From an optimization exercise on the open Yosys and OpenROAD flow, aimed at small area and a short achievable clock period; shortcuts taken in it are not production practice.
At most, simulation tests tie the RTL to the original design; equivalence was not proved.
No functional check of the RTL was part of runs 1 and 2.
No run shown here takes its clock network from TritonCTS; it comes from the design's own scripts or RTL.
The clock port is modelled as an ideal driver, which makes a skipped or thinned clock tree look cheaper than it is; a real chip needs a root buffer or a tree.
Power and IR drop assume default switching activity.

==> flow/config.mk <==
export PLATFORM = sky130hd
export DESIGN_NAME = axi_csr_fifo_top
export DESIGN_NICKNAME = axi_csr_fifo_top
export VERILOG_FILES = /design/flow/design.v
export SDC_FILE = /design/flow/constraint.sdc
export NUM_CORES = 4
export LEC_CHECK = 0
export CAP_MARGIN = 20
export CORE_MARGIN = 2
export CORE_UTILIZATION = 40
export SETUP_SLACK_MARGIN = 3.1
export SLEW_MARGIN = 20
==> flow/constraint.sdc <==
create_clock -name core_clock -period 5.0 [get_ports {ACLK}]
set_input_delay 1.0000 -clock core_clock [delete_from_list [all_inputs] [get_ports {ACLK}]]
set_output_delay 1.0000 -clock core_clock [all_outputs]
set_load 0.01 [all_outputs]
==> flow/design.v <==
`timescale 1ns / 1ps
module axi_csr_fifo_top #(
    parameter ADDR_WIDTH = 12,
    parameter DATA_WIDTH = 32,
    parameter FIFO_DEPTH = 16
)(
    input  wire                         ACLK,
    input  wire                         ARESETn,
    input  wire [ADDR_WIDTH - 1:0]      S_AXI_AWADDR,
    input  wire                         S_AXI_AWVALID,
    output wire                         S_AXI_AWREADY,
    input  wire [DATA_WIDTH - 1:0]      S_AXI_WDATA,
    input  wire [(DATA_WIDTH/8) - 1:0]  S_AXI_WSTRB,
    input  wire                         S_AXI_WVALID,
    output wire                         S_AXI_WREADY,
    output wire [1:0]                   S_AXI_BRESP,
    output wire                         S_AXI_BVALID,
    input  wire                         S_AXI_BREADY,
    input  wire [ADDR_WIDTH - 1:0]      S_AXI_ARADDR,
    input  wire                         S_AXI_ARVALID,
    output wire                         S_AXI_ARREADY,
    output wire [DATA_WIDTH - 1:0]      S_AXI_RDATA,
    output wire [1:0]                   S_AXI_RRESP,
    output wire                         S_AXI_RVALID,
    input  wire                         S_AXI_RREADY,
    input  wire                         wr_en,
    input  wire                         rd_en,
    input  wire [DATA_WIDTH - 1:0]      data_in,
    output reg  [DATA_WIDTH - 1:0]      data_out
);
    reg        wready;
    reg        aw_en;
    reg        bvalid;
    reg        bresp1;
    reg        aw_is0;       
    reg [31:0] control;
    wire accept  = !wready && S_AXI_AWVALID && S_AXI_WVALID && aw_en;
    wire wr_fire = wready && S_AXI_AWVALID && S_AXI_WVALID;
    wire bhs     = bvalid && S_AXI_BREADY;
    always @(posedge ACLK or negedge ARESETn) begin
        if (!ARESETn) begin
            wready <= 1'b0;
            aw_en  <= 1'b1;
            bvalid <= 1'b0;
        end else begin
            wready <= accept;
            if (accept)
                aw_en <= 1'b0;
            else if (bhs)
                aw_en <= 1'b1;
            if (wr_fire && !bvalid)
                bvalid <= 1'b1;
            else if (bhs)
                bvalid <= 1'b0;
        end
    end
    always @(posedge ACLK) begin
        if (accept)
            aw_is0 <= (S_AXI_AWADDR == 12'h000);
        if (wr_fire && !bvalid)
            bresp1 <= !aw_is0;
    end
    integer b;
    always @(posedge ACLK or negedge ARESETn) begin
        if (!ARESETn)
            control <= 32'h0;
        else if (wr_fire && aw_is0)
            for (b = 0; b < 4; b = b + 1)
                if (S_AXI_WSTRB[b])
                    control[b*8 +: 8] <= S_AXI_WDATA[b*8 +: 8];
    end
    assign S_AXI_AWREADY = wready;
    assign S_AXI_WREADY  = wready;
    assign S_AXI_BVALID  = bvalid;
    assign S_AXI_BRESP   = {bresp1, 1'b0};
    reg [31:0] mem [0:15];
    reg [3:0]  wp, rp;
    reg        full, empty;
    wire       cs    = control[0];
    wire [3:0] diff  = wp - rp;
    wire [4:0] level = {full, diff};
    wire       we    = cs && wr_en && !full;
    wire       re    = cs && rd_en && !empty;
    always @(posedge ACLK or negedge ARESETn) begin
        if (!ARESETn) begin
            wp    <= 4'd0;
            rp    <= 4'd0;
            full  <= 1'b0;
            empty <= 1'b1;
        end else begin
            if (we) wp <= wp + 4'd1;
            if (re) rp <= rp + 4'd1;
            if (we && !re) begin
                full  <= (diff == 4'd15);
                empty <= 1'b0;
            end else if (re && !we) begin
                full  <= 1'b0;
                empty <= (diff == 4'd1);
            end
        end
    end
    always @(posedge ACLK)
        if (we)
            mem[wp] <= data_in;
    reg [31:0] rd_next;
    integer k;
    always @(*) begin
        rd_next = {32{!re}} & data_out;
        for (k = 0; k < 16; k = k + 1)
            rd_next = rd_next | ({32{re && (rp == k)}} & mem[k]);
    end
    always @(posedge ACLK or negedge ARESETn) begin
        if (!ARESETn)
            data_out <= 32'h0;
        else
            data_out <= rd_next;
    end
    reg        arready;
    reg        rvalid;
    reg        rresp1;
    reg        ar_is0, ar_is4, ar_is8;    
    reg [31:0] rdata;
    wire ar_take = !arready && S_AXI_ARVALID && !rvalid;
    wire rd_fire = arready && S_AXI_ARVALID && !rvalid;
    wire ar_lo   = (S_AXI_ARADDR[11:4] == 8'h00) && (S_AXI_ARADDR[1:0] == 2'b00);
    always @(posedge ACLK)
        if (ar_take) begin
            ar_is0 <= ar_lo && (S_AXI_ARADDR[3:2] == 2'd0);
            ar_is4 <= ar_lo && (S_AXI_ARADDR[3:2] == 2'd1);
            ar_is8 <= ar_lo && (S_AXI_ARADDR[3:2] == 2'd2);
        end
    wire [31:0] status_v = {16'd0, 3'd0, level, 6'd0, full, empty};
    wire [31:0] level_v  = {27'd0, level};
    wire [31:0] rd_val   = ({32{ar_is0}} & control) |
                           ({32{ar_is4}} & status_v) |
                           ({32{ar_is8}} & level_v);
    always @(posedge ACLK or negedge ARESETn) begin
        if (!ARESETn) begin
            arready <= 1'b0;
            rvalid  <= 1'b0;
        end else begin
            arready <= ar_take;
            if (rd_fire)
                rvalid <= 1'b1;
            else if (rvalid && S_AXI_RREADY)
                rvalid <= 1'b0;
        end
    end
    always @(posedge ACLK)
        if (rd_fire) begin
            rdata  <= rd_val;
            rresp1 <= !(ar_is0 || ar_is4 || ar_is8);
        end
    assign S_AXI_ARREADY = arready;
    assign S_AXI_RVALID  = rvalid;
    assign S_AXI_RDATA   = rdata;
    assign S_AXI_RRESP   = {rresp1, 1'b0};
endmodule
==> flow/flow/run.sh <==
#!/bin/bash
# The standard layout, with two changes:
#  - ports are buffered with buf_2 instead of the default pick;
#  - the clock tree is a balanced two-level tree built by flow/pre_cts.tcl
#    (4 root buffers fed by the clock port, each driving leaf buffers that
#    drive equal-sized spatial clusters of flip-flops).
set -euo pipefail
here=$(pwd)
export PRE_CTS_TCL=$here/flow/pre_cts.tcl
export BUFFER_PORTS_ARGS="-buffer_cell sky130_fd_sc_hd__buf_2"
bash standard.sh > standard.log 2>&1
==> flow/flow/clock_tree.tcl <==
# Two-level clock tree built before the standard CTS step, which is then
# skipped: clock port -> NROOT root buffers -> NLEAF leaf buffers -> flops.
# Flops are split into NLEAF spatial clusters of (nearly) equal size, each
# driven by one leaf buffer at its centre; leaves are split the same way
# among the root buffers. Every flop sees the same two buffer stages.

proc ct_centres {pts k} {
  # k-means seeds spread along the sorted point list
  set n [llength $pts]
  set cs {}
  for {set i 0} {$i < $k} {incr i} { lappend cs [lindex $pts [expr {int(($i + 0.5) * $n / $k)}]] }
  return $cs
}

# Capacity-limited k-means: every cluster gets at most cap points.
proc ct_cluster {pts k iters} {
  set n [llength $pts]
  set cap [expr {int(ceil(double($n) / $k))}]
  set cs [ct_centres [lsort -real -index 0 $pts] $k]
  set asg {}
  for {set it 0} {$it < $iters} {incr it} {
    set pairs {}
    set j 0
    foreach p $pts {
      lassign $p x y
      set c 0
      foreach q $cs {
        lassign $q cx cy
        lappend pairs [list [expr {($x-$cx)*($x-$cx)+($y-$cy)*($y-$cy)}] $j $c]
        incr c
      }
      incr j
    }
    set pairs [lsort -real -index 0 $pairs]
    set asg [lrepeat $n -1]
    set cnt [lrepeat $k 0]
    set left $n
    foreach pr $pairs {
      lassign $pr d j c
      if {[lindex $asg $j] >= 0 || [lindex $cnt $c] >= $cap} continue
      lset asg $j $c
      lset cnt $c [expr {[lindex $cnt $c] + 1}]
      if {[incr left -1] == 0} break
    }
    set sx [lrepeat $k 0.0]; set sy [lrepeat $k 0.0]
    set j 0
    foreach p $pts {
      set a [lindex $asg $j]
      lset sx $a [expr {[lindex $sx $a] + [lindex $p 0]}]
      lset sy $a [expr {[lindex $sy $a] + [lindex $p 1]}]
      incr j
    }
    set ncs {}
    for {set c 0} {$c < $k} {incr c} {
      set m [lindex $cnt $c]
      if {$m > 0} {
        lappend ncs [list [expr {[lindex $sx $c] / $m}] [expr {[lindex $sy $c] / $m}]]
      } else {
        lappend ncs [lindex $cs $c]
      }
    }
    set cs $ncs
  }
  return [list $asg $cs]
}

proc ct_place {inst xy} {
  lassign $xy x y
  set m [$inst getMaster]
  $inst setLocation [expr {int($x - [$m getWidth] / 2)}] [expr {int($y - [$m getHeight] / 2)}]
  $inst setPlacementStatus PLACED
}

proc ct_build {clkport nleaf nroot leafbuf rootbuf} {
  set db [ord::get_db]
  set block [ord::get_db_block]
  set clknet [$block findNet $clkport]
  set sinks {}
  set pts {}
  foreach it [$clknet getITerms] {
    set bb [[$it getInst] getBBox]
    lappend sinks $it
    lappend pts [list [expr {([$bb xMin] + [$bb xMax]) / 2.0}] [expr {([$bb yMin] + [$bb yMax]) / 2.0}]]
  }
  puts "clock_tree: [llength $sinks] sinks, $nleaf leaves, $nroot roots"
  lassign [ct_cluster $pts $nleaf 12] asg cs
  set leaves {}
  for {set c 0} {$c < $nleaf} {incr c} {
    set inst [odb::dbInst_create $block [$db findMaster $leafbuf] "clkbuf_leaf_$c"]
    ct_place $inst [lindex $cs $c]
    set net [odb::dbNet_create $block "clknet_leaf_$c"]
    $net setSigType CLOCK
    [$inst findITerm X] connect $net
    lappend leaves $inst
  }
  set j 0
  foreach it $sinks {
    $it disconnect
    $it connect [$block findNet "clknet_leaf_[lindex $asg $j]"]
    incr j
  }
  lassign [ct_cluster $cs $nroot 12] rasg rcs
  for {set r 0} {$r < $nroot} {incr r} {
    set inst [odb::dbInst_create $block [$db findMaster $rootbuf] "clkbuf_root_$r"]
    ct_place $inst [lindex $rcs $r]
    set net [odb::dbNet_create $block "clknet_root_$r"]
    $net setSigType CLOCK
    [$inst findITerm X] connect $net
    [$inst findITerm A] connect $clknet
  }
  set j 0
  foreach l $leaves {
    [$l findITerm A] connect [$block findNet "clknet_root_[lindex $rasg $j]"]
    incr j
  }
  $clknet setSigType CLOCK
}
==> flow/flow/pre_cts.tcl <==
# Runs before the standard CTS step: build the clock tree here and turn the
# standard clock_tree_synthesis call into a no-op.
source [file join [file dirname [info script]] clock_tree.tcl]
ct_build ACLK 28 4 sky130_fd_sc_hd__clkbuf_16 sky130_fd_sc_hd__clkbuf_16
rename clock_tree_synthesis ct_standard_cts
proc clock_tree_synthesis {args} {
  puts "clock_tree_synthesis skipped: the tree was built by pre_cts.tcl"
  set_propagated_clock [all_clocks]
}
==> flow/standard.sh <==
#!/bin/bash
# synth_recipe.tcl (not shown) runs the flow's synth.tcl, then flattens the netlist and writes it again
# the make line also repeats each setting of config.mk as NAME=value (left out here)
make -C /OpenROAD-flow-scripts/flow DESIGN_CONFIG=/design/flow/config.mk WORK_HOME=/design/flow/orfs CLKGATE_MAP_FILE= SYNTH_SCRIPT=/design/flow/synth_recipe.tcl "${@:-finish}"
==> results of run 1 <==
==> through the flow <==
stage,instances,hold slack (ns),worst slack [ns]
2_1_floorplan,1296,0.444,2.70
3_3_place_gp,2189,0.459,1.69
3_5_place_dp,2190,0.464,1.72
4_1_cts,2429,0.483,2.95
5_1_grt,2472,0.510,2.77
6_report,2473,0.487,2.82
==> cells by family (layout without fill, tap and decap cells) <==
logic type,count (synthesis),after routing
xor gates and xnor gates,9,9
adders and majority gates,13,13
muxes,48,48
and+or+nand+nor,211,229
other,1,3
buffers and inverters,82,475
DFF,629,629
AOI/OAI and AO/OA,302,302
==> final cells by class <==
class	count	area [sq um]	share of cell area
inverters	14	71.3	0.00233
diodes	1	2.50	0.0000817
flip-flops and latches	629	18500	0.604
plain buffers	32	801	0.0261
repair inverters	1	8.76	0.000286
multi-input cells	603	5530	0.180
repair buffers	428	4770	0.156
well taps	765	957	0.0312
==> layout by cell type (no fill, tap or decap), types with 5 or more instances in the layout <==
cell,instances
a22oi_1,122
o21ai_1,5
nand4_1,30
clkbuf_16,39
buf_16,13
and4_1,15
o2bb2ai_1,6
edfxtp_1,550
mux2i_1,5
buf_8,5
mux2_2,43
buf_4,84
nand2_1,17
nand3_1,10
dfrtp_1,72
nor4_1,5
a221oi_2,19
and2_4,32
nor2_4,15
o21a_1,5
a21oi_1,12
xnor2_1,6
and2_1,23
inv_1,10
a222oi_1,20
nor3_1,15
nor2_1,11
o21ai_0,5
ha_4,6
a22oi_2,43
buf_12,102
and3_1,7
buf_6,56
a22o_1,36
buf_2,159
a221o_1,6
nand2_2,6
==> cells in the mapped netlist (7+ instances only) <==
master	instances
buf_6	10
and3_1	8
xnor2_1	7
o21ai_0	9
mux2_2	43
ha_1	12
nand4_1	30
clkbuf_1	23
a222oi_1	20
a21oi_1	14
nor3_1	18
and4_1	15
a221oi_1	25
nor2_1	19
a22o_1	37
buf_4	13
dfrtp_1	77
nand2_1	24
and2_1	39
buf_2	20
edfxtp_1	550
nand3_1	10
a22oi_1	165
inv_1	13
==> layer usage <==
| layer | global-route usage | vias to the layer above | share of wire |
|---|---|---|---|
| li1 | - | 6123 | - |
| met1 | 0.339 | 7625 | 0.37 |
| met2 | 0.379 | 1169 | 0.45 |
| met3 | 0.0568 | 222 | 0.13 |
| met4 | 0.0918 | 2 | 0.048 |
| met5 | 0 | - | 0.00015 |
==> flip-flops by register name, summed over array words and instances, names as in the netlist, 4 cells and up <==
register	count
rp	4
data_out	32
control	32
wp	4
rdata	32
mem	512
==> power groups by stage <==
stage | Combinational [mW] | Sequential, mW | Clock (mW)
2_1_floorplan | 0.0228 | 5.86 | 0
3_3_place_gp | 0.152 | 5.86 | 0
3_5_place_dp | 0.157 | 5.86 | 0
4_1_cts | 0.163 | 5.74 | 2.68
5_1_grt | 0.181 | 5.74 | 2.87
6_report | 0.165 | 5.74 | 2.69
==> worst max path at each step <==
stage	startpoint	endpoint	slack [ns]	depth (start not counted)
after detailed placement	rd_en	data_out[21]$_DFF_PN0_	1.72	7
after global placement	rd_en	data_out[8]$_DFF_PN0_	1.69	7
after floorplan	rd_en	empty$_DFFE_PN1P_	2.70	9
after global routing	rp[0]$_DFFE_PN0P_	data_out[20]$_DFF_PN0_	2.77	10
after CTS	empty$_DFFE_PN1P_	data_out[20]$_DFF_PN0_	2.95	8
final	rp[1]$_DFFE_PN0P_	data_out[21]$_DFF_PN0_	2.82	9
==> critical path, delay by kind of cell (launching register included) <==
family	cells	cell delay [ns]
DFF	1	0.49
buffers and inverters	3	0.44
and+or+nand+nor	4	0.47
AOI/OAI and AO/OA	1	0.43
adders and majority gates	1	0.20
==> what timing repair did <==
| action | 4_1_cts | 5_1_grt |
|---|---|---|
| buffers inserted | 175 | 35 |
| cloned | 32 | 8 |
| resized for setup | 235 | 70 |
| pin swaps | 67 | 44 |
| setup endpoints to repair | 618 | 617 |
==> impl_metrics.py, run 1 <==
metrics = {
    "outcome": {
        "status": "timing/DRC/antenna clean",
    },
    "timing": {
        "period_needed_ns": 2.18,
        "tns_ns": 0,
        "slew_violations": 0,
        "fin_crit_sh": 0.435,
        "finalSetupViolCount": 0,
        "tightest_slew_ns": 1.03,
        "fmax_ghz": 0.459,
        "slew_headroom": 0.313,
        "hold_violations": 0,
        "finClkSkew_ns": 0.0314,
        "rsz0062_at_grt": "true",
    },
    "critical_path": {
        "cp_slowest_cell": "dfrtp_2",
        "slowest_delay_ns": 0.49,
        "reg2reg_to": "data_out[21]$_DFF_PN0_",
        "critical_path.cell_chain": "ha_4 -> buf_12 -> nand2b_4 -> nor4_4 -> buf_6 -> buf_12 -> a222oi_1 -> and3_1 -> nand4_1",
        "r2r_slack_ns": 2.82,
        "endpoint_kind": "register",
        "r2r-start": "rp[1]$_DFFE_PN0P_",
        "path_max_fanout": 19,
        "worstPathRequired_ns": 5.26,
        "r2r_cells": 9,
        "critical_path_class": "reg -> reg",
        "crit_path_frequent_cell": "buf_12",
        "worstSetupStartpointType": "register",
        "crit_arrival_ns": 2.44,
    },
    "detailed_routing": {
        "wl_per_cell_um": 31.6,
        "dr.pass1.iters": 6,
        "vias": 15100,
        "viasPerCell": 6.12,
        "drc": 0,
        "drtIter0Drc": 2308,
        "finalWirelength_mm": 78.1,
        "postRouteAntennaNets": 0,
    },
    "final_layout": {
        "areaGrowthSynthToFinish_pct": 30.3,
        "finalNetCount": 1823,
        "fill_cells": 4532,
        "final_util": 0.529,
        "post-route-cell-area_sq_um": 30600,
        "drive_gt1_frac": 0.402,
    },
    "synthesis": {
        "yosys.area_share.adder": 0.00723,
        "yosys-mux-area-fraction": 0.0227,
        "synth_xor_area_frac": 0.00335,
        "synth_cells": 1295,
        "synth_edf_count": 550,
        "async_flop_share": 0.126,
        "synth_top_area_share": 0.702,
        "synth-simple-area-share": 0.0604,
        "synth_top_family_by_area": "compound AO/OA/AOI/OAI gates",
        "yosysTopAreaCell": "edfxtp_1",
        "ys.flop_type": "edfxtp_1",
        "synth_compound_gate_area_share": 0.100,
        "ys_seq_area_frac": 0.786,
        "synth_area_sq_um": 23500,
        "yosys-top-cells-area": "edfxtp_1 70%, dfrtp_1 8.2%, a22oi_1 5.3%, mux2_2 2.1%, a22o_1 1.4%",
        "avgSynthCellArea_sq_um": 18.2,
        "ys_warn_count": 1,
        "ys_seq_elements": 629,
        "ys_types": 62,
    },
    "pwr": {
        "combPwrFrac": 0.019,
        "p_total_mw": 8.59,
        "seqPwrFrac": 0.667,
        "ir_drop_uv": 252,
        "power_density_nw_per_um2": 280,
        "p_leak_nw": 10.8,
        "internal-power_mw": 6.92,
        "p_sw_mw": 1.67,
        "switching_share": 0.194,
        "clkPwrFrac": 0.313,
    },
    "place": {
        "dpl.hpwl_mm": 34.6,
        "placed_area_sq_um": 25300,
        "io_buffers": 171,
        "routabilityCongestion": 0.744,
    },
    "floorplanning": {
        "dieArea_sq_um": 60800,
        "core-area_sq_um": 57900,
        "rows": 88,
        "die_y_um": 246,
        "io_pins": 174,
        "initial_utilization": 0.406,
        "dieWidth_um": 246,
    },
    "flow_run": {
        "maxCapViolCount": 0,
    },
    "min_path": {
        "hp-class": "reg -> reg",
        "min_from": "mem[13][13]$_DFFE_PP_",
        "hold_depth": 2,
        "hold-path-endpoint": "data_out[13]$_DFF_PN0_",
    },
    "clock_network": {
        "holdBufCountCts": 0,
        "clk_pin_slew_worst_paths_ns": 0.10,
        "clk_latency_ns": 0.39,
    },
    "grt": {
        "grt_overflow": 0,
        "grt_first_pass_wirelength_mm": 106,
        "grt_pass1_vias": 14400,
        "antenna_found_initial": 3,
        "grt_max_degree": 62,
        "track_usage": 0.245,
    },
}
==> inputs of run 2 (changes only) <==
--- a/flow/design.v
+++ b/flow/design.v
@@ -102,18 +102,18 @@
     always @(posedge ACLK)
         if (we)
             mem[wp] <= data_in;
-    reg [31:0] rd_next;
+    reg [31:0] rd_word;
     integer k;
     always @(*) begin
-        rd_next = {32{!re}} & data_out;
+        rd_word = 32'h0;
         for (k = 0; k < 16; k = k + 1)
-            rd_next = rd_next | ({32{re && (rp == k)}} & mem[k]);
+            rd_word = rd_word | ({32{rp == k}} & mem[k]);
     end
     always @(posedge ACLK or negedge ARESETn) begin
         if (!ARESETn)
             data_out <= 32'h0;
-        else
-            data_out <= rd_next;
+        else if (re)
+            data_out <= rd_word;
     end
     reg        arready;
     reg        rvalid;
--- a/flow/config.mk
+++ b/flow/config.mk
@@ -8,5 +8,5 @@
 export CAP_MARGIN = 20
 export CORE_MARGIN = 2
 export CORE_UTILIZATION = 40
-export SETUP_SLACK_MARGIN = 3.1
+export SETUP_SLACK_MARGIN = 3.05
 export SLEW_MARGIN = 20
==> run 2 against run 1 <==
Net effect: first-iteration DRC count decreased by 3.2%; critical path depth decreased by 1; largest cell class unchanged; clock power barely moved.
==> impl_metrics.py, run 2 <==
metrics = {
    "outcome": {
        "status": "timing/DRC/antenna clean",
    },
    "detailed_routing": {
        "vias": 15900,
        "drtIter0Drc": 2234,
        "postRouteAntennaNets": 0,
        "drc": 0,
        "viasPerCell": 6.13,
        "dr.pass1.iters": 8,
        "wl_per_cell_um": 30.5,
        "finalWirelength_mm": 78.8,
    },
    "pwr": {
        "ir_drop_uv": 233,
        "p_total_mw": 8.59,
        "combPwrFrac": 0.019,
        "clkPwrFrac": 0.313,
        "switching_share": 0.194,
        "power_density_nw_per_um2": 279,
        "p_sw_mw": 1.67,
        "seqPwrFrac": 0.668,
        "internal-power_mw": 6.92,
        "p_leak_nw": 10.6,
    },
    "synthesis": {
        "synth_commonest_cells": "550 x edfxtp_1, 77 x dfrtp_1, 76 x a22oi_1",
        "yosysTopAreaCell": "edfxtp_1",
        "ys_warn_count": 1,
        "ys_seq_area_frac": 0.761,
        "async_flop_share": 0.126,
        "ys.flop_type": "edfxtp_1",
        "synth_area_sq_um": 24300,
        "avgSynthCellArea_sq_um": 16.7,
        "synth_cells": 1457,
        "yosysMostFrequentCell": "edfxtp_1",
        "synth_edf_count": 550,
        "ys_seq_elements": 629,
        "yosys-top-cells-area": "edfxtp_1 68%, dfrtp_1 7.9%, a22oi_1 2.3%, mux2_2 1.5%, mux2i_1 1.4%",
        "synth_top_area_share": 0.680,
        "ys_types": 71,
    },
    "critical_path": {
        "crit_arrival_ns": 2.44,
        "cp_slowest_cell": "dfrtp_2",
        "path_max_fanout": 8,
        "cpLargestDelayFamily": "compound AO/OA/AOI/OAI gates",
        "slowest_delay_ns": 0.42,
        "critPathBufInv": 3,
        "worstPathRequired_ns": 5.25,
        "critical_path.cell_chain": "clkinvlp_4 -> ha_4 -> buf_12 -> buf_4 -> a22o_1 -> a221oi_2 -> a21oi_2 -> o32a_1",
        "critical_path_class": "reg -> reg",
        "endpoint_kind": "register",
        "worstSetupStartpointType": "register",
    },
    "final_layout": {
        "final_cell_mix": "550 x edfxtp_1, 158 x buf_2, 81 x buf_12",
        "finalNetCount": 1919,
        "final-instance-count-excl-fill": 2586,
        "final_common_cell": "edfxtp_1",
        "largest_reg_flops": 512,
        "drive_gt1_frac": 0.355,
        "regMostFlops": "mem",
        "areaGrowthSynthToFinish_pct": 26.5,
    },
    "floorplanning": {
        "io_pins": 174,
        "die_y_um": 250,
        "rows": 90,
        "dieArea_sq_um": 62700,
        "initial_utilization": 0.403,
        "dieWidth_um": 250,
        "core-area_sq_um": 60200,
    },
    "place": {
        "routabilityCongestion": 0.751,
        "dp_cells": 2322,
        "dp_slack_ns": 1.92,
        "io_buffers": 171,
        "dpl.hpwl_mm": 33.0,
    },
    "grt": {
        "grt_first_pass_wirelength_mm": 108,
        "track_usage": 0.238,
        "grt_overflow": 0,
        "antenna_found_initial": 5,
        "grt_pass1_vias": 15400,
        "grt_max_degree": 60,
    },
    "timing": {
        "fin_ws_ns": 2.80,
        "fmax_ghz": 0.455,
        "tns_ns": 0,
        "tightest_slew_ns": 1.04,
        "period_needed_ns": 2.20,
        "hold_violations": 0,
        "finalSetupViolCount": 0,
        "finClkSkew_ns": 0.0269,
        "rsz0062_at_grt": "true",
        "fin_crit_sh": 0.439,
        "slew_violations": 0,
        "slew_headroom": 0.309,
    },
    "min_path": {
        "hp-class": "reg -> reg",
    },
    "clock_network": {
        "clk_latency_ns": 0.38,
        "clk_pin_slew_worst_paths_ns": 0.09,
    },
    "flow_run": {
        "maxCapViolCount": 0,
    },
}
==> run 2: cell count changes in the layout (fill, tap and decap cells not counted), sizes merged, moves of 17 or more <==
cell / delta
a211oi: +17
a21oi: +30
a22oi: -89
a31oi: +33
buf: -25
mux2i: +29
nand2: +35
nand3: +36
nand4: -22
o21ai: +26
==> run 2: timing repair <==
item                       4_1_cts  5_1_grt
hold buffers                     0        0
setup endpoints to repair      609      526
pin swaps                       78       83
setup buffers                  149       40
resized for setup              172      104
gates cloned                    34        8
==> run 2: stage by stage <==
step	utilization	cell area, sq um	hold WS, ns
after floorplan	-	24400	0.467
final	0.510	30800	0.503
after global placement	0.428	25800	0.469
after global routing	0.510	30800	0.521
after CTS	0.494	29800	0.505
after detailed placement	0.428	25800	0.485
==> run 2: worst reg2reg max path, stage by stage, from the launching register on <==
cell,delay (ns)
dfrtp_2,0.42
clkinvlp_4,0.17
ha_4,0.27
buf_12,0.18
buf_4,0.14
a22o_1,0.22
a221oi_2,0.27
a21oi_2,0.06
o32a_1,0.34
==> run 2: kinds of logic after synthesis <==
logic type | after synthesis | synth area share
AOI/OAI and AO/OA | 369 | 0.113
xor gates and xnor gates | 9 | 0.00324
adders and majority gates | 13 | 0.00700
buffers and inverters | 119 | 0.0280
DFF | 629 | 0.761
muxes | 74 | 0.0353
other | 1 | 0.000154
and+or+nand+nor | 243 | 0.0524
==> run 2: cell type report <==
class	count	area, sq um
multi-input cells	726	5940
inverters	14	77.6
diodes	1	2.50
repair buffers	401	4440
plain buffers	32	801
fillers	4752	29500
well taps	782	978
repair inverters	1	8.76
flip-flops and latches	629	18500
==> run 2: path summary, 6_finish.rpt <==
path	startpoint	endpoint	slack [ns]	cells past startpoint
max	rp[1]$_DFFE_PN0P_	data_out[16]$_DFFE_PN0P_	2.80	8
min	control[31]$_DFFE_PN0P_	control[31]$_DFFE_PN0P_	0.50	1
min in group asynchronous	ARESETn	rvalid$_DFFE_PN0P_	0.77	1
max reg2reg	rp[1]$_DFFE_PN0P_	data_out[16]$_DFFE_PN0P_	2.80	8
max in group asynchronous	ARESETn	empty$_DFFE_PN1P_	3.21	2
min reg2reg	control[31]$_DFFE_PN0P_	control[31]$_DFFE_PN0P_	0.50	1
==> run 2: metal layers <==
layer	track usage	share of wire
met1	0.316	0.37
met2	0.374	0.46
met3	0.0621	0.12
met4	0.0943	0.046
met5	0	0.00062
==> run 2: power groups by stage <==
stage,Clock (mW),Sequential (mW),Combinational (mW)
final,2.69,5.74,0.161
after global routing,2.88,5.74,0.177
after global placement,0,5.86,0.152
after floorplan,0,5.86,0.0191
after CTS,2.69,5.74,0.160
after detailed placement,0,5.86,0.157
==> inputs of run 3 (changes only) <==
--- a/flow/design.v
+++ b/flow/design.v
@@ -32,11 +32,11 @@
     reg        aw_en;
     reg        bvalid;
     reg        bresp1;
-    reg        aw_is0;       
     reg [31:0] control;
-    wire accept  = !wready && S_AXI_AWVALID && S_AXI_WVALID && aw_en;
-    wire wr_fire = wready && S_AXI_AWVALID && S_AXI_WVALID;
-    wire bhs     = bvalid && S_AXI_BREADY;
+    wire accept   = !wready && S_AXI_AWVALID && S_AXI_WVALID && aw_en;
+    wire wr_fire  = wready && S_AXI_AWVALID && S_AXI_WVALID;
+    wire bhs      = bvalid && S_AXI_BREADY;
+    wire aw_is0   = (S_AXI_AWADDR == 12'h000);
     always @(posedge ACLK or negedge ARESETn) begin
         if (!ARESETn) begin
             wready <= 1'b0;
@@ -54,12 +54,9 @@
                 bvalid <= 1'b0;
         end
     end
-    always @(posedge ACLK) begin
-        if (accept)
-            aw_is0 <= (S_AXI_AWADDR == 12'h000);
+    always @(posedge ACLK)
         if (wr_fire && !bvalid)
             bresp1 <= !aw_is0;
-    end
     integer b;
     always @(posedge ACLK or negedge ARESETn) begin
         if (!ARESETn)
@@ -102,33 +99,21 @@
     always @(posedge ACLK)
         if (we)
             mem[wp] <= data_in;
-    reg [31:0] rd_word;
-    integer k;
-    always @(*) begin
-        rd_word = 32'h0;
-        for (k = 0; k < 16; k = k + 1)
-            rd_word = rd_word | ({32{rp == k}} & mem[k]);
-    end
     always @(posedge ACLK or negedge ARESETn) begin
         if (!ARESETn)
             data_out <= 32'h0;
         else if (re)
-            data_out <= rd_word;
+            data_out <= mem[rp];
     end
     reg        arready;
     reg        rvalid;
     reg        rresp1;
-    reg        ar_is0, ar_is4, ar_is8;    
     reg [31:0] rdata;
-    wire ar_take = !arready && S_AXI_ARVALID && !rvalid;
     wire rd_fire = arready && S_AXI_ARVALID && !rvalid;
     wire ar_lo   = (S_AXI_ARADDR[11:4] == 8'h00) && (S_AXI_ARADDR[1:0] == 2'b00);
-    always @(posedge ACLK)
-        if (ar_take) begin
-            ar_is0 <= ar_lo && (S_AXI_ARADDR[3:2] == 2'd0);
-            ar_is4 <= ar_lo && (S_AXI_ARADDR[3:2] == 2'd1);
-            ar_is8 <= ar_lo && (S_AXI_ARADDR[3:2] == 2'd2);
-        end
+    wire ar_is0  = ar_lo && (S_AXI_ARADDR[3:2] == 2'd0);
+    wire ar_is4  = ar_lo && (S_AXI_ARADDR[3:2] == 2'd1);
+    wire ar_is8  = ar_lo && (S_AXI_ARADDR[3:2] == 2'd2);
     wire [31:0] status_v = {16'd0, 3'd0, level, 6'd0, full, empty};
     wire [31:0] level_v  = {27'd0, level};
     wire [31:0] rd_val   = ({32{ar_is0}} & control) |
@@ -139,7 +124,7 @@
             arready <= 1'b0;
             rvalid  <= 1'b0;
         end else begin
-            arready <= ar_take;
+            arready <= !arready && S_AXI_ARVALID && !rvalid;
             if (rd_fire)
                 rvalid <= 1'b1;
             else if (rvalid && S_AXI_RREADY)
--- a/flow/config.mk
+++ b/flow/config.mk
@@ -8,5 +8,5 @@
 export CAP_MARGIN = 20
 export CORE_MARGIN = 2
 export CORE_UTILIZATION = 40
-export SETUP_SLACK_MARGIN = 3.05
+export SETUP_SLACK_MARGIN = 3.1
 export SLEW_MARGIN = 20
==> run 3 against run 2 <==
Net effect: wire length decreased by 17%; highest routed layer unchanged; setup slack worse by 0.10 ns; sequential power down 0.9%; clock skew shrank 0.0014 ns; flip-flop and latch count decreased by 4; largest power group unchanged; sequential share of layout area is 0.34 points lower.
==> impl_metrics.py, run 3 <==
metrics = {
    "synthesis": {
        "avgSynthCellArea_sq_um": 21.1,
        "ys_warn_count": 1,
        "yosys-top-cells-area": "edfxtp_1 68%, mux4_2 12%, dfrtp_1 8.0%, mux2i_1 2.8%, mux2_2 1.2%",
        "yosysTopAreaCell": "edfxtp_1",
        "synth_commonest_cells": "546 x edfxtp_1, 125 x mux4_2, 77 x dfrtp_1",
        "synth_area_sq_um": 24000,
        "synth_top_area_share": 0.683,
        "synth_cells": 1137,
        "yosysMostFrequentCell": "edfxtp_1",
        "ys_seq_area_frac": 0.765,
        "ys.flop_type": "edfxtp_1",
        "synth_edf_count": 546,
        "ys_seq_elements": 625,
        "ys_types": 52,
        "async_flop_share": 0.126,
    },
    "floorplanning": {
        "dieArea_sq_um": 62000,
        "core-area_sq_um": 59100,
        "dieWidth_um": 249,
        "io_pins": 174,
        "initial_utilization": 0.406,
        "die_y_um": 249,
        "rows": 89,
    },
    "timing": {
        "slew_headroom": 0.439,
        "tns_ns": 0,
        "fmax_ghz": 0.435,
        "finalSetupViolCount": 0,
        "slew_violations": 0,
        "period_needed_ns": 2.30,
        "rsz0062_at_grt": "true",
        "fin_crit_sh": 0.460,
        "tightest_slew_ns": 0.842,
        "finClkSkew_ns": 0.0255,
        "hold_violations": 0,
    },
    "critical_path": {
        "worstSetupStartpointType": "input port",
        "endpoint_kind": "register",
        "critical_path_class": "in -> reg",
        "crit_arrival_ns": 2.41,
        "path_max_fanout": 5,
        "worstPathRequired_ns": 5.11,
        "r2r_cells": 8,
        "r2r_slack_ns": 2.84,
        "r2r-start": "full$_DFFE_PN0P_",
        "reg2reg_to": "mem[2][19]$_DFFE_PP_",
    },
    "grt": {
        "grt_pass1_vias": 12900,
        "grt_first_pass_wirelength_mm": 89.3,
        "grt_max_degree": 57,
        "antenna_found_initial": 2,
        "track_usage": 0.195,
        "grt_overflow": 0,
    },
    "clock_network": {
        "holdBufCountCts": 0,
        "clk_pin_slew_worst_paths_ns": 0.09,
        "clk_latency_ns": 0.37,
    },
    "pwr": {
        "p_leak_nw": 11.2,
        "power_density_nw_per_um2": 278,
        "ir_drop_uv": 300,
    },
    "outcome": {
        "status": "timing/DRC/antenna clean",
    },
    "final_layout": {
        "final_util": 0.519,
        "drive_gt1_frac": 0.443,
        "final_cell_mix": "546 x edfxtp_1, 151 x buf_2, 125 x mux4_2",
        "antennaDiodeCount": 0,
        "areaGrowthSynthToFinish_pct": 27.9,
        "regMostFlops": "mem",
        "largest_reg_flops": 512,
        "final_common_cell": "edfxtp_1",
        "finalNetCount": 1624,
    },
    "detailed_routing": {
        "wl_per_cell_um": 28.7,
        "finalWirelength_mm": 65.7,
        "drc": 0,
        "postRouteAntennaNets": 0,
        "drtIter0Drc": 1492,
        "vias": 12900,
        "dr.pass1.iters": 5,
        "viasPerCell": 5.65,
    },
    "min_path": {
        "hold_depth": 1,
        "hold-path-endpoint": "control[28]$_DFFE_PN0P_",
        "hp-class": "reg -> reg",
        "min_from": "control[28]$_DFFE_PN0P_",
    },
    "place": {
        "io_buffers": 171,
        "dpl.hpwl_mm": 28.0,
        "routabilityCongestion": 0.748,
    },
    "flow_run": {
        "maxCapViolCount": 0,
    },
}
-- run 3: worst max-delay path by stage --
stage,slack [ns],from,end
3_3_place_gp,2.02,S_AXI_AWADDR[6],control[25]$_DFFE_PN0P_
6_report,2.70,wr_en,mem[2][19]$_DFFE_PP_
3_5_place_dp,2.01,S_AXI_AWADDR[6],control[31]$_DFFE_PN0P_
4_1_cts,2.72,S_AXI_AWADDR[5],control[13]$_DFFE_PN0P_
2_1_floorplan,2.30,S_AXI_AWADDR[6],control[25]$_DFFE_PN0P_
5_1_grt,2.67,wr_en,mem[2][17]$_DFFE_PP_
-- run 3: cell type report --
cell class,instances,area (sq um)
repair buffers,380,4600
fillers,4559,28400
well taps,773,967
multi-input cells,465,5900
flip-flops and latches,625,18400
inverters,8,56.3
plain buffers,32,801
repair inverters,1,8.76
-- run 3: logic make-up (layout without fill, tap and decap cells) --
| family | after synthesis | after routing | synth area share |
|---|---|---|---|
| flip-flops | 625 | 625 | 0.765 |
| multiplexers | 227 | 227 | 0.162 |
| AND/OR/NAND/NOR | 137 | 158 | 0.0317 |
| buffers and inverters | 69 | 421 | 0.0120 |
| AO/OA/AOI/OAI | 59 | 59 | 0.0194 |
| adder cells (fa/ha/maj) | 10 | 10 | 0.00552 |
| XOR/XNOR | 9 | 9 | 0.00328 |
| other | 1 | 2 | 0.000156 |
-- run 3: per-stage QoR --
| stage | instances | power, mW | cell area [sq um] | setup WS [ns] | hold slack [ns] |
|---|---|---|---|---|---|
| global route | 2284 | 8.78 | 30700 | 2.67 | 0.524 |
| floorplan | 1138 | 5.84 | 24300 | 2.30 | 0.456 |
| CTS | 2234 | 8.58 | 29700 | 2.72 | 0.508 |
| detailed placement | 2029 | 5.97 | 25800 | 2.01 | 0.451 |
| finish | 2284 | 8.53 | 30700 | 2.70 | 0.505 |
| global placement | 2029 | 5.96 | 25800 | 2.02 | 0.442 |
-- run 3: repair_timing --
action / in CTS / in global routing
resized for setup: 145 / 58
setup buffers: 130 / 31
setup endpoints to repair: 667 / 679
pin swaps: 14 / 39
cloned: 43 / 19
-- run 3: power by group --
part,switching (mW),internal [mW],leakage [nW],total (mW)
logic,0.126,0.0525,4.80,0.178
clock network,1.52,1.15,0.394,2.67
registers,0.00446,5.68,5.98,5.69
total,1.65,6.89,11.2,8.53
-- run 3: critical path: stages --
cell and delay (ns):
buf_6 0.07, and3b_2 0.26, buf_6 0.12, nor3b_4 0.28
buf_12 0.16, buf_12 0.10, and2_4 0.19, buf_6 0.11
buf_12 0.11
-- run 3: layer usage --
layer	vias up	share of wire	global-route usage
met1	6824	0.40	0.271
met3	101	0.084	0.0279
met4	2	0.032	0.0481
li1	5400	-	-
met5	-	0.00012	0
met2	587	0.49	0.327
==> inputs of run 4 (changes only) <==
--- a/flow/design.v
+++ b/flow/design.v
@@ -32,11 +32,11 @@
     reg        aw_en;
     reg        bvalid;
     reg        bresp1;
+    reg        aw_is0;       
     reg [31:0] control;
-    wire accept   = !wready && S_AXI_AWVALID && S_AXI_WVALID && aw_en;
-    wire wr_fire  = wready && S_AXI_AWVALID && S_AXI_WVALID;
-    wire bhs      = bvalid && S_AXI_BREADY;
-    wire aw_is0   = (S_AXI_AWADDR == 12'h000);
+    wire accept  = !wready && S_AXI_AWVALID && S_AXI_WVALID && aw_en;
+    wire wr_fire = wready && S_AXI_AWVALID && S_AXI_WVALID;
+    wire bhs     = bvalid && S_AXI_BREADY;
     always @(posedge ACLK or negedge ARESETn) begin
         if (!ARESETn) begin
             wready <= 1'b0;
@@ -54,9 +54,12 @@
                 bvalid <= 1'b0;
         end
     end
-    always @(posedge ACLK)
+    always @(posedge ACLK) begin
+        if (accept)
+            aw_is0 <= (S_AXI_AWADDR == 12'h000);
         if (wr_fire && !bvalid)
             bresp1 <= !aw_is0;
+    end
     integer b;
     always @(posedge ACLK or negedge ARESETn) begin
         if (!ARESETn)
@@ -71,49 +74,62 @@
     assign S_AXI_BVALID  = bvalid;
     assign S_AXI_BRESP   = {bresp1, 1'b0};
     reg [31:0] mem [0:15];
-    reg [3:0]  wp, rp;
-    reg        full, empty;
-    wire       cs    = control[0];
-    wire [3:0] diff  = wp - rp;
-    wire [4:0] level = {full, diff};
-    wire       we    = cs && wr_en && !full;
-    wire       re    = cs && rd_en && !empty;
+    reg [15:0] wsel, rsel;
+    reg [4:0]  level;
+    reg        empty;
+    wire       cs   = control[0];
+    wire       full = level[4];
+    wire       we   = cs && wr_en && !full;
+    wire       re   = cs && rd_en && !empty;
     always @(posedge ACLK or negedge ARESETn) begin
         if (!ARESETn) begin
-            wp    <= 4'd0;
-            rp    <= 4'd0;
-            full  <= 1'b0;
+            wsel  <= 16'h0001;
+            rsel  <= 16'h0001;
+            level <= 5'd0;
             empty <= 1'b1;
         end else begin
-            if (we) wp <= wp + 4'd1;
-            if (re) rp <= rp + 4'd1;
+            if (we) wsel <= {wsel[14:0], wsel[15]};
+            if (re) rsel <= {rsel[14:0], rsel[15]};
             if (we && !re) begin
-                full  <= (diff == 4'd15);
+                level <= level + 5'd1;
                 empty <= 1'b0;
             end else if (re && !we) begin
-                full  <= 1'b0;
-                empty <= (diff == 4'd1);
+                level <= level - 5'd1;
+                empty <= (level == 5'd1);
             end
         end
     end
+    integer k;
     always @(posedge ACLK)
-        if (we)
-            mem[wp] <= data_in;
+        for (k = 0; k < 16; k = k + 1)
+            if (we && wsel[k])
+                mem[k] <= data_in;
+    reg [31:0] rd_word;
+    always @(*) begin
+        rd_word = 32'h0;
+        for (k = 0; k < 16; k = k + 1)
+            rd_word = rd_word | ({32{rsel[k]}} & mem[k]);
+    end
     always @(posedge ACLK or negedge ARESETn) begin
         if (!ARESETn)
             data_out <= 32'h0;
         else if (re)
-            data_out <= mem[rp];
+            data_out <= rd_word;
     end
     reg        arready;
     reg        rvalid;
     reg        rresp1;
+    reg        ar_is0, ar_is4, ar_is8;    
     reg [31:0] rdata;
+    wire ar_take = !arready && S_AXI_ARVALID && !rvalid;
     wire rd_fire = arready && S_AXI_ARVALID && !rvalid;
     wire ar_lo   = (S_AXI_ARADDR[11:4] == 8'h00) && (S_AXI_ARADDR[1:0] == 2'b00);
-    wire ar_is0  = ar_lo && (S_AXI_ARADDR[3:2] == 2'd0);
-    wire ar_is4  = ar_lo && (S_AXI_ARADDR[3:2] == 2'd1);
-    wire ar_is8  = ar_lo && (S_AXI_ARADDR[3:2] == 2'd2);
+    always @(posedge ACLK)
+        if (ar_take) begin
+            ar_is0 <= ar_lo && (S_AXI_ARADDR[3:2] == 2'd0);
+            ar_is4 <= ar_lo && (S_AXI_ARADDR[3:2] == 2'd1);
+            ar_is8 <= ar_lo && (S_AXI_ARADDR[3:2] == 2'd2);
+        end
     wire [31:0] status_v = {16'd0, 3'd0, level, 6'd0, full, empty};
     wire [31:0] level_v  = {27'd0, level};
     wire [31:0] rd_val   = ({32{ar_is0}} & control) |
@@ -124,7 +140,7 @@
             arready <= 1'b0;
             rvalid  <= 1'b0;
         end else begin
-            arready <= !arready && S_AXI_ARVALID && !rvalid;
+            arready <= ar_take;
             if (rd_fire)
                 rvalid <= 1'b1;
             else if (rvalid && S_AXI_RREADY)
--- a/flow/config.mk
+++ b/flow/config.mk
@@ -8,5 +8,6 @@
 export CAP_MARGIN = 20
 export CORE_MARGIN = 2
 export CORE_UTILIZATION = 40
-export SETUP_SLACK_MARGIN = 3.1
+export PLACE_DENSITY = 0.55
+export SETUP_SLACK_MARGIN = 3.05
 export SLEW_MARGIN = 20
==> run 4 against run 3 <==
Net effect: first-iteration DRC count shrank 25%; sequential power is 4.7% higher; combinational power decreased by 4%; critical path depth decreased by 1; sequential share of layout area up 11 points; power increased by 3.5%; highest routed layer is now met4; via count decreased by 2.0%; largest cell class unchanged; register-to-register slack improved by 0.21 ns; final cell count shrank 1.7%.
==> impl_metrics.py, run 4 <==
metrics = {
    "outcome": {
        "status": "timing/DRC/antenna clean",
    },
    "clock_network": {
        "clk_latency_ns": 0.37,
        "holdBufCountCts": 0,
        "clk_pin_slew_worst_paths_ns": 0.09,
    },
    "detailed_routing": {
        "viasPerCell": 5.64,
        "finalWirelength_mm": 59.1,
        "dr.pass1.iters": 27,
        "vias": 12700,
        "drtIter0Drc": 1124,
        "postRouteAntennaNets": 0,
        "wl_per_cell_um": 26.3,
        "drc": 0,
    },
    "critical_path": {
        "path_max_fanout": 4,
        "worstSetupStartpointType": "input port",
        "worstPathRequired_ns": 5.30,
        "endpoint_kind": "register",
        "critical_path_class": "in -> reg",
        "crit_arrival_ns": 2.27,
    },
    "pwr": {
        "power_density_nw_per_um2": 324,
        "p_total_mw": 8.84,
        "p_leak_nw": 9.47,
        "ir_drop_uv": 198,
    },
    "timing": {
        "tightest_slew_ns": 0.959,
        "period_needed_ns": 1.97,
        "rsz0062_at_grt": "true",
        "fin_ws_ns": 3.03,
        "fmax_ghz": 0.509,
        "hold_violations": 0,
        "finalSetupViolCount": 0,
        "fin_crit_sh": 0.393,
        "holdWs_ns": 0.488,
        "slew_violations": 0,
        "slew_headroom": 0.360,
        "tns_ns": 0,
        "finClkSkew_ns": 0.0170,
    },
    "synthesis": {
        "synth_edf_count": 550,
        "synth_xor_area_frac": 0.00183,
        "synth_area_sq_um": 24000,
        "synth_compound_gate_area_share": 0.106,
        "synth-simple-area-share": 0.0353,
        "yosysMostFrequentCell": "edfxtp_1",
        "yosys.area_share.adder": 0.00209,
        "ys_seq_elements": 657,
        "synth_commonest_cells": "550 x edfxtp_1, 135 x a22o_1, 128 x a221oi_1",
        "synth_top_area_share": 0.689,
        "async_flop_share": 0.163,
        "avgSynthCellArea_sq_um": 19.0,
        "ys_types": 41,
        "yosysTopAreaCell": "edfxtp_1",
        "ys_warn_count": 2,
        "yosys-mux-area-fraction": 0.0309,
        "synth_cells": 1264,
        "ys.flop_type": "edfxtp_1",
        "synth_top_family_by_area": "compound AO/OA/AOI/OAI gates",
        "ys_seq_area_frac": 0.801,
        "yosys-top-cells-area": "edfxtp_1 69%, dfrtp_1 11%, a22o_1 4.9%, a221oi_1 4.7%, mux2_1 1.6%",
    },
    "min_path": {
        "hp-class": "reg -> reg",
    },
    "place": {
        "placed_area_sq_um": 25500,
        "dp_slack_ns": 1.95,
        "routabilityCongestion": 0.722,
        "io_buffers": 171,
        "dpl.hpwl_mm": 31.5,
        "dp_cells": 2141,
    },
    "final_layout": {
        "finalNetCount": 1578,
        "final-instance-count-excl-fill": 2245,
        "areaGrowthSynthToFinish_pct": 13.9,
        "post-route-cell-area_sq_um": 27300,
        "final_util": 0.462,
        "largest_reg_flops": 512,
        "regMostFlops": "mem",
        "final_cell_mix": "550 x edfxtp_1, 166 x buf_2, 135 x a22o_1",
        "drive_gt1_frac": 0.255,
        "final_common_cell": "edfxtp_1",
    },
    "grt": {
        "grt_max_degree": 65,
        "grt_pass1_vias": 12800,
        "antenna_found_initial": 0,
        "grt_first_pass_wirelength_mm": 87.1,
        "grt_overflow": 0,
        "track_usage": 0.186,
    },
    "floorplanning": {
        "initial_utilization": 0.405,
        "rows": 89,
        "dieArea_sq_um": 61900,
        "core-area_sq_um": 59100,
        "die_y_um": 249,
        "dieWidth_um": 249,
        "io_pins": 174,
    },
    "flow_run": {
        "maxCapViolCount": 0,
    },
}
[run 4: power breakdown]
group          switching (mW)  internal (mW)
Sequential             0.0143           5.95
Clock                    1.55           1.15
Combinational           0.121         0.0496
Total                    1.68           7.15
[run 4: cells by family (layout without fill, tap and decap cells)]
logic type      Yosys count  in the layout
compound gates          304            304
other cells               1              3
mux                      66             66
buf+inv                  91            279
simple gates            136            154
xor+xnor                  5              5
fa+ha+maj                 4              4
flops                   657            657
[run 4: layer usage]
layer | share of wire | global-route usage | up-vias
li1 | - | - | 5591
met1 | 0.44 | 0.262 | 6660
met2 | 0.49 | 0.318 | 330
met3 | 0.049 | 0.0200 | 71
met4 | 0.020 | 0.0331 | 0
met5 | 0 | 0 | -
[run 4: worst max-delay path: stages]
cell and delay [ns]:
buf_6 0.10, nand2_4 0.07, nor2_4 0.05, buf_6 0.14, ha_4 0.15, or4b_4 0.48
a21oi_2 0.14, xor2_1 0.14
[run 4: cell type report]
| cell class | count | area, sq um |
|---|---|---|
| Fill cell | 5075 | 31800 |
| Timing Repair Buffer | 241 | 1770 |
| Antenna cell | 1 | 2.50 |
| Buffer | 32 | 801 |
| Tap cell | 773 | 967 |
| Sequential cell | 657 | 19200 |
| Multi-Input combinational cell | 535 | 4500 |
| Inverter | 6 | 22.5 |
[run 4: path summary, 6_finish.rpt]
path / startpoint / to / slack (ns) / cells after the start
max in group asynchronous: ARESETn / empty$_DFFE_PN1P_ / 3.46 / 2
hold reg to reg: data_out[23]$_DFFE_PN0P_ / data_out[23]$_DFFE_PN0P_ / 0.49 / 2
setup reg to reg: rsel[7]$_DFFE_PN0P_ / data_out[7]$_DFFE_PN0P_ / 3.05 / 4
hold / removal: data_out[23]$_DFFE_PN0P_ / data_out[23]$_DFFE_PN0P_ / 0.49 / 2
min in group asynchronous: ARESETn / data_out[25]$_DFFE_PN0P_ / 0.68 / 1
setup / recovery: wr_en / level[4]$_DFFE_PN0P_ / 3.03 / 8
[run 4: timing repair]
action                                  in CTS  in global routing
endpoints found under the setup margin     580                243
resized for setup                           42                 13
pin swaps                                   29                  5
setup buffers                               43                  9
gates cloned                                18                  1
==> inputs of run 5 (changes only) <==
--- a/flow/config.mk
+++ b/flow/config.mk
@@ -7,7 +7,6 @@
 export LEC_CHECK = 0
 export CAP_MARGIN = 20
 export CORE_MARGIN = 2
-export CORE_UTILIZATION = 40
-export PLACE_DENSITY = 0.55
+export CORE_UTILIZATION = 42
 export SETUP_SLACK_MARGIN = 3.05
 export SLEW_MARGIN = 20
==> run 5 against run 4 <==
Net effect: power about the same; register-to-register slack gained 0.05 ns; flip-flop and latch count stayed put; synthesized cell count unchanged; design area fell by 0.47%; clock skew grew 0.014 ns; area after synthesis unchanged; combinational power about the same; first-iteration DRC count is 19% higher; clock power about the same; final cell count decreased by 1.5%; critical endpoint is now mem[6][12]$_DFFE_PP_; hold slack worse by 0.00056 ns.
==> impl_metrics.py, run 5 <==
metrics = {
    "final_layout": {
        "largest_reg_flops": 512,
        "seq_area_sq_um": 19200,
        "multi_input_area_sq_um": 4620,
        "areaGrowthSynthToFinish_pct": 13.4,
        "antennaDiodeCount": 0,
        "final_common_cell": "edfxtp_1",
        "final_cell_mix": "550 x edfxtp_1, 167 x buf_2, 135 x a22o_1",
        "finalNetCount": 1562,
        "post-route-cell-area_sq_um": 27200,
        "regMostFlops": "mem",
        "final_util": 0.482,
        "fill_cells": 4761,
        "drive_gt1_frac": 0.254,
    },
    "min_path": {
        "hp-class": "reg -> reg",
    },
    "synthesis": {
        "synth_cells": 1264,
        "synth_commonest_cells": "550 x edfxtp_1, 135 x a22o_1, 128 x a221oi_1",
        "ys_types": 41,
        "async_flop_share": 0.163,
        "yosys-top-cells-area": "edfxtp_1 69%, dfrtp_1 11%, a22o_1 4.9%, a221oi_1 4.7%, mux2_1 1.6%",
        "synth_top_area_share": 0.689,
        "yosysMostFrequentCell": "edfxtp_1",
        "synth_area_sq_um": 24000,
        "ys_warn_count": 2,
        "ys_seq_elements": 657,
        "yosysTopAreaCell": "edfxtp_1",
        "synth_edf_count": 550,
        "ys_seq_area_frac": 0.801,
        "avgSynthCellArea_sq_um": 19.0,
        "ys.flop_type": "edfxtp_1",
    },
    "detailed_routing": {
        "dr.pass1.iters": 5,
        "finalWirelength_mm": 59.7,
        "postRouteAntennaNets": 0,
        "wl_per_cell_um": 27.0,
        "vias": 12800,
        "drtIter0Drc": 1338,
        "drc": 0,
        "viasPerCell": 5.79,
    },
    "flow_run": {
        "maxCapViolCount": 0,
    },
    "timing": {
        "rsz0062_at_grt": "true",
        "fin_crit_sh": 0.394,
        "period_needed_ns": 1.97,
        "holdWs_ns": 0.487,
        "finalSetupViolCount": 0,
        "tns_ns": 0,
        "finClkSkew_ns": 0.0308,
        "fmax_ghz": 0.507,
        "hold_violations": 0,
        "tightest_slew_ns": 0.953,
        "slew_violations": 0,
        "slew_headroom": 0.365,
    },
    "outcome": {
        "status": "timing/DRC/antenna clean",
    },
    "floorplanning": {
        "initial_utilization": 0.425,
        "dieWidth_um": 243,
        "die_y_um": 243,
        "dieArea_sq_um": 59000,
        "rows": 87,
        "core-area_sq_um": 56400,
        "io_pins": 174,
    },
    "grt": {
        "track_usage": 0.197,
        "grt_max_degree": 81,
        "grt_pass1_vias": 12900,
        "grt_overflow": 0,
        "grt_first_pass_wirelength_mm": 87.3,
        "antenna_found_initial": 0,
    },
    "critical_path": {
        "worstPathRequired_ns": 5.02,
        "crit_arrival_ns": 1.99,
        "endpoint_kind": "register",
        "worstSetupStartpointType": "input port",
        "critical_path_class": "in -> reg",
        "path_max_fanout": 16,
    },
    "place": {
        "dpl.hpwl_mm": 32.1,
        "io_buffers": 171,
        "placed_area_sq_um": 25400,
        "routabilityCongestion": 0.747,
    },
    "pwr": {
        "ir_drop_uv": 257,
        "power_density_nw_per_um2": 326,
        "p_leak_nw": 9.40,
    },
    "clock_network": {
        "holdBufCountCts": 0,
        "clk_latency_ns": 0.38,
        "clk_pin_slew_worst_paths_ns": 0.09,
    },
}
run 5: changes by cell type in the layout (fill, tap and decap cells not counted), sizes merged:
cell / previous run / this run
buf: 240 / 224
nor2: 9 / 10
clkbuf: 33 / 32
diode: 1 / 0
run 5: layout make-up:
type                       count  area share
buffer                        32      0.0295
inverter                       6    0.000829
multi-input combinational    536       0.170
sequential                   657       0.708
tap                          756      0.0348
timing repair buffer         224      0.0572
run 5: path summary, 6_finish.rpt:
| path | start | to | cells past startpoint | slack, ns |
|---|---|---|---|---|
| setup reg to reg | rsel[15]$_DFFE_PN0P_ | data_out[9]$_DFFE_PN0P_ | 5 | 3.10 |
| setup / recovery | wr_en | mem[6][12]$_DFFE_PP_ | 6 | 3.03 |
| hold reg to reg | data_out[23]$_DFFE_PN0P_ | data_out[23]$_DFFE_PN0P_ | 2 | 0.49 |
| max in group asynchronous | ARESETn | rsel[14]$_DFFE_PN0P_ | 2 | 3.29 |
| hold / removal | data_out[23]$_DFFE_PN0P_ | data_out[23]$_DFFE_PN0P_ | 2 | 0.49 |
| min in group asynchronous | ARESETn | data_out[30]$_DFFE_PN0P_ | 1 | 0.75 |
run 5: cell families after synthesis:
kind of cell	count (synthesis)	synth area share
flip-flops	657	0.801
AO/OA/AOI/OAI	304	0.106
AND/OR/NAND/NOR	136	0.0353
buffers and inverters	91	0.0225
multiplexers	66	0.0309
XOR/XNOR	5	0.00183
adder cells (fa/ha/maj)	4	0.00209
other	1	0.000157
run 5: layer usage:
metal,GRT usage,up-vias,part of all wire
li1,-,5555,-
met1,0.273,6703,0.42
met2,0.341,474,0.49
met3,0.0216,65,0.064
met4,0.0363,0,0.020
met5,0,-,0
run 5: metrics by stage:
| step | std cells | setup slack [ns] | total power, mW |
|---|---|---|---|
| finish | 2211 | 3.03 | 8.84 |
| global route | 2211 | 2.99 | 9.08 |
| CTS | 2205 | 3.00 | 8.89 |
| detailed placement | 2126 | 1.98 | 6.26 |
| global placement | 2126 | 1.98 | 6.25 |
| floorplan | 1265 | 2.59 | 6.11 |
run 5: worst max-delay path: stages:
cell,delay (ns)
buf_8,0.09
nand2_8,0.07
buf_4,0.15
nor2_4,0.12
buf_12,0.16
and2_4,0.38
run 5: what timing repair did:
| action | in CTS | in global routing |
|---|---|---|
| resized for setup | 51 | 17 |
| endpoints found under the setup margin | 584 | 40 |
| cloned | 19 | 0 |
| pin swaps | 28 | 1 |
| buffers inserted | 28 | 6 |
run 5: power by group:
| part | internal (mW) | switching, mW |
|---|---|---|
| clock | 1.15 | 1.56 |
| sequential | 5.95 | 0.0149 |
| combinational | 0.0450 | 0.123 |
==> inputs of run 6 (changes only) <==
==> flow/flow/pre_cts.tcl (replaced) <==
# Runs before the standard CTS step: build the clock tree here and turn the
# standard clock_tree_synthesis call into a no-op.
source [file join [file dirname [info script]] clock_tree.tcl]
ct_build ACLK 28 4 sky130_fd_sc_hd__buf_12 sky130_fd_sc_hd__buf_12
rename clock_tree_synthesis ct_standard_cts
proc clock_tree_synthesis {args} {
  puts "clock_tree_synthesis skipped: the tree was built by pre_cts.tcl"
  set_propagated_clock [all_clocks]
}
==> run 6 against run 5 <==
Net effect: clock power down 4%; die area unchanged; highest routed layer unchanged; global-route usage down 0.12 points; first-iteration DRC count down 9.9%; utilization down 0.11 points; power down 1.3%; area after synthesis unchanged; wire length down 0.54%.
==> impl_metrics.py, run 6 <==
metrics = {
    "final_layout": {
        "largest_reg_flops": 512,
        "finalNetCount": 1571,
        "final_util": 0.481,
        "drive_gt1_frac": 0.259,
        "final_cell_mix": "550 x edfxtp_1, 168 x buf_2, 135 x a22o_1",
        "final_common_cell": "edfxtp_1",
        "regMostFlops": "mem",
        "areaGrowthSynthToFinish_pct": 13.1,
        "antennaDiodeCount": 0,
    },
    "grt": {
        "antenna_found_initial": 1,
        "grt_max_degree": 81,
        "grt_first_pass_wirelength_mm": 86.7,
        "grt_pass1_vias": 12900,
        "grt_overflow": 0,
        "track_usage": 0.196,
    },
    "floorplanning": {
        "core-area_sq_um": 56400,
        "die_y_um": 243,
        "dieWidth_um": 243,
        "io_pins": 174,
        "dieArea_sq_um": 59000,
        "initial_utilization": 0.425,
        "rows": 87,
    },
    "detailed_routing": {
        "postRouteAntennaNets": 0,
        "vias": 12800,
        "drc": 0,
        "drtIter0Drc": 1206,
        "viasPerCell": 5.78,
        "finalWirelength_mm": 59.3,
        "dr.pass1.iters": 7,
        "wl_per_cell_um": 26.7,
    },
    "synthesis": {
        "yosysMostFrequentCell": "edfxtp_1",
        "async_flop_share": 0.163,
        "synth_edf_count": 550,
        "synth_commonest_cells": "550 x edfxtp_1, 135 x a22o_1, 128 x a221oi_1",
        "ys_types": 41,
        "synth_cells": 1264,
        "ys_warn_count": 2,
        "synth_area_sq_um": 24000,
        "synth_top_area_share": 0.689,
        "ys_seq_elements": 657,
        "ys.flop_type": "edfxtp_1",
        "yosys-top-cells-area": "edfxtp_1 69%, dfrtp_1 11%, a22o_1 4.9%, a221oi_1 4.7%, mux2_1 1.6%",
        "avgSynthCellArea_sq_um": 19.0,
        "yosysTopAreaCell": "edfxtp_1",
        "ys_seq_area_frac": 0.801,
    },
    "timing": {
        "finalSetupViolCount": 0,
        "slew_violations": 0,
        "tns_ns": 0,
        "hold_violations": 0,
        "slew_headroom": 0.357,
        "fmax_ghz": 0.505,
        "period_needed_ns": 1.98,
        "tightest_slew_ns": 0.965,
        "finClkSkew_ns": 0.0294,
        "fin_crit_sh": 0.396,
        "rsz0062_at_grt": "true",
    },
    "place": {
        "dpl.hpwl_mm": 32.1,
        "routabilityCongestion": 0.747,
        "io_buffers": 171,
    },
    "critical_path": {
        "critPathBufInv": 3,
        "path_max_fanout": 16,
        "worstSetupStartpointType": "input port",
        "critical_path.cell_chain": "buf_8 -> nand2_8 -> buf_4 -> nor2_4 -> buf_12 -> and2_4",
        "critical_path_class": "in -> reg",
        "worstPathRequired_ns": 4.99,
        "cpLargestDelayFamily": "simple AND/OR/NAND/NOR gates",
        "slowest_delay_ns": 0.38,
        "cp_slowest_cell": "and2_4",
        "endpoint_kind": "register",
        "crit_arrival_ns": 1.97,
    },
    "pwr": {
        "ir_drop_uv": 264,
        "p_leak_nw": 9.36,
        "p_total_mw": 8.73,
        "power_density_nw_per_um2": 322,
    },
    "clock_network": {
        "holdBufCountCts": 0,
        "clk_latency_ns": 0.34,
        "clk_pin_slew_worst_paths_ns": 0.09,
    },
    "flow_run": {
        "maxCapViolCount": 0,
    },
    "min_path": {
        "hp-class": "reg -> reg",
    },
    "outcome": {
        "status": "timing/DRC/antenna clean",
    },
}
## run 6: cell counts after synthesis
Identical to the previous run, type by type.
## run 6: what timing repair did
| item | CTS | global route |
|---|---|---|
| pin swaps | 25 | 4 |
| gates resized for setup | 47 | 19 |
| setup buffers | 32 | 10 |
| cloned | 20 | 0 |
| endpoints found under the setup margin | 582 | 149 |
## run 6: cells by family (layout without fill, tap and decap cells)
group,after synthesis,after routing,synth area share
flip-flops,657,657,0.801
AO/OA/AOI/OAI,304,304,0.106
AND/OR/NAND/NOR,136,156,0.0353
buffers and inverters,91,270,0.0225
multiplexers,66,66,0.0309
XOR/XNOR,5,5,0.00183
adder cells (fa/ha/maj),4,4,0.00209
other,1,2,0.000157
## run 6: worst paths after layout
kind | to | slack, ns | start | depth (start not counted)
min reg2reg | data_out[23]$_DFFE_PN0P_ | 0.49 | data_out[23]$_DFFE_PN0P_ | 2
max | mem[2][28]$_DFFE_PP_ | 3.02 | wr_en | 6
max in group asynchronous | rsel[0]$_DFFE_PN1P_ | 3.44 | ARESETn | 2
min | data_out[23]$_DFFE_PN0P_ | 0.49 | data_out[23]$_DFFE_PN0P_ | 2
max reg2reg | data_out[6]$_DFFE_PN0P_ | 3.08 | rsel[10]$_DFFE_PN0P_ | 5
min in group asynchronous | data_out[30]$_DFFE_PN0P_ | 0.68 | ARESETn | 1
## run 6: worst reg2reg max path, stage by stage (launching register included)
cell and delay (ns):
dfrtp_2 0.57, buf_4 0.29, a22o_1 0.23, a221oi_2 0.34, and4_1 0.30, o21ai_1 0.07
## run 6: area by class of cell
cell class / instances / area, sq um
inverters: 6 / 22.5
multi-input cells: 537 / 4610
fillers: 4760 / 29300
well taps: 756 / 946
plain buffers: 32 / 641
repair buffers: 232 / 1660
flip-flops and latches: 657 / 19200
## run 6: power breakdown
| group | total [mW] | leakage [nW] | internal (mW) | switching, mW |
|---|---|---|---|---|
| Clock | 2.59 | 0.301 | 1.01 | 1.58 |
| Sequential | 5.97 | 6.41 | 5.95 | 0.0151 |
| Combinational | 0.169 | 2.65 | 0.0458 | 0.124 |
| Total | 8.73 | 9.36 | 7.01 | 1.72 |
## run 6: routing by layer
layer  GRT usage  part of all wire  vias to the layer above
li1            -                 -                     5573
met1       0.273              0.43                     6685
met2       0.335              0.48                      496
met3      0.0260             0.066                       86
met4      0.0339             0.023                        0
met5           0                 0                        -
## run 6: through the flow
stage	instance area (sq um)	cells	setup slack (ns)	hold WS, ns
detailed placement	25400	2126	1.98	0.471
global placement	25400	2126	1.98	0.464
global route	27100	2220	2.99	0.514
finish	27100	2220	3.02	0.487
floorplan	24000	1265	2.59	0.456
CTS	26900	2210	2.97	0.493

## separate check: timing with driven ports
The flow's constraints put no driver on any port. The routed layouts listed below were extracted and timed again, unchanged, in two steps.
Step 1, drivers: a clkbuf_16 drives ACLK and a buf_2 each remaining input, both assumed.
Step 2 also shifts input and output timing later by t, the mid clock arrival at the registers, as if the neighbouring blocks saw the same clock.
Three values: ideal, step 1, step 2; two values: the first two.
run	shift t [ns]	setup slack, ns	worst hold slack (ns)
run 1	0.505	2.824 / 2.823 / 2.435	0.487 / 0.487 / 0.487
run 2	0.511	2.803 / 2.803 / 2.469	0.503 / 0.503 / 0.503
run 3	0.493	2.702 / 2.776 / 2.283	0.505 / 0.505 / 0.505
run 4	0.490	3.034 / 2.942 / 2.633	0.488 / 0.488 / 0.488
run 5	0.487	3.029 / 2.931 / 2.602	0.487 / 0.487 / 0.487
run 6	0.449	3.022 / 2.972 / 2.635	0.487 / 0.487 / 0.487
After both steps every run listed still meets setup and hold. For run 5, which loses most, drivers alone change the setup slack by -0.098 ns; drivers and shift together by -0.427 ns.
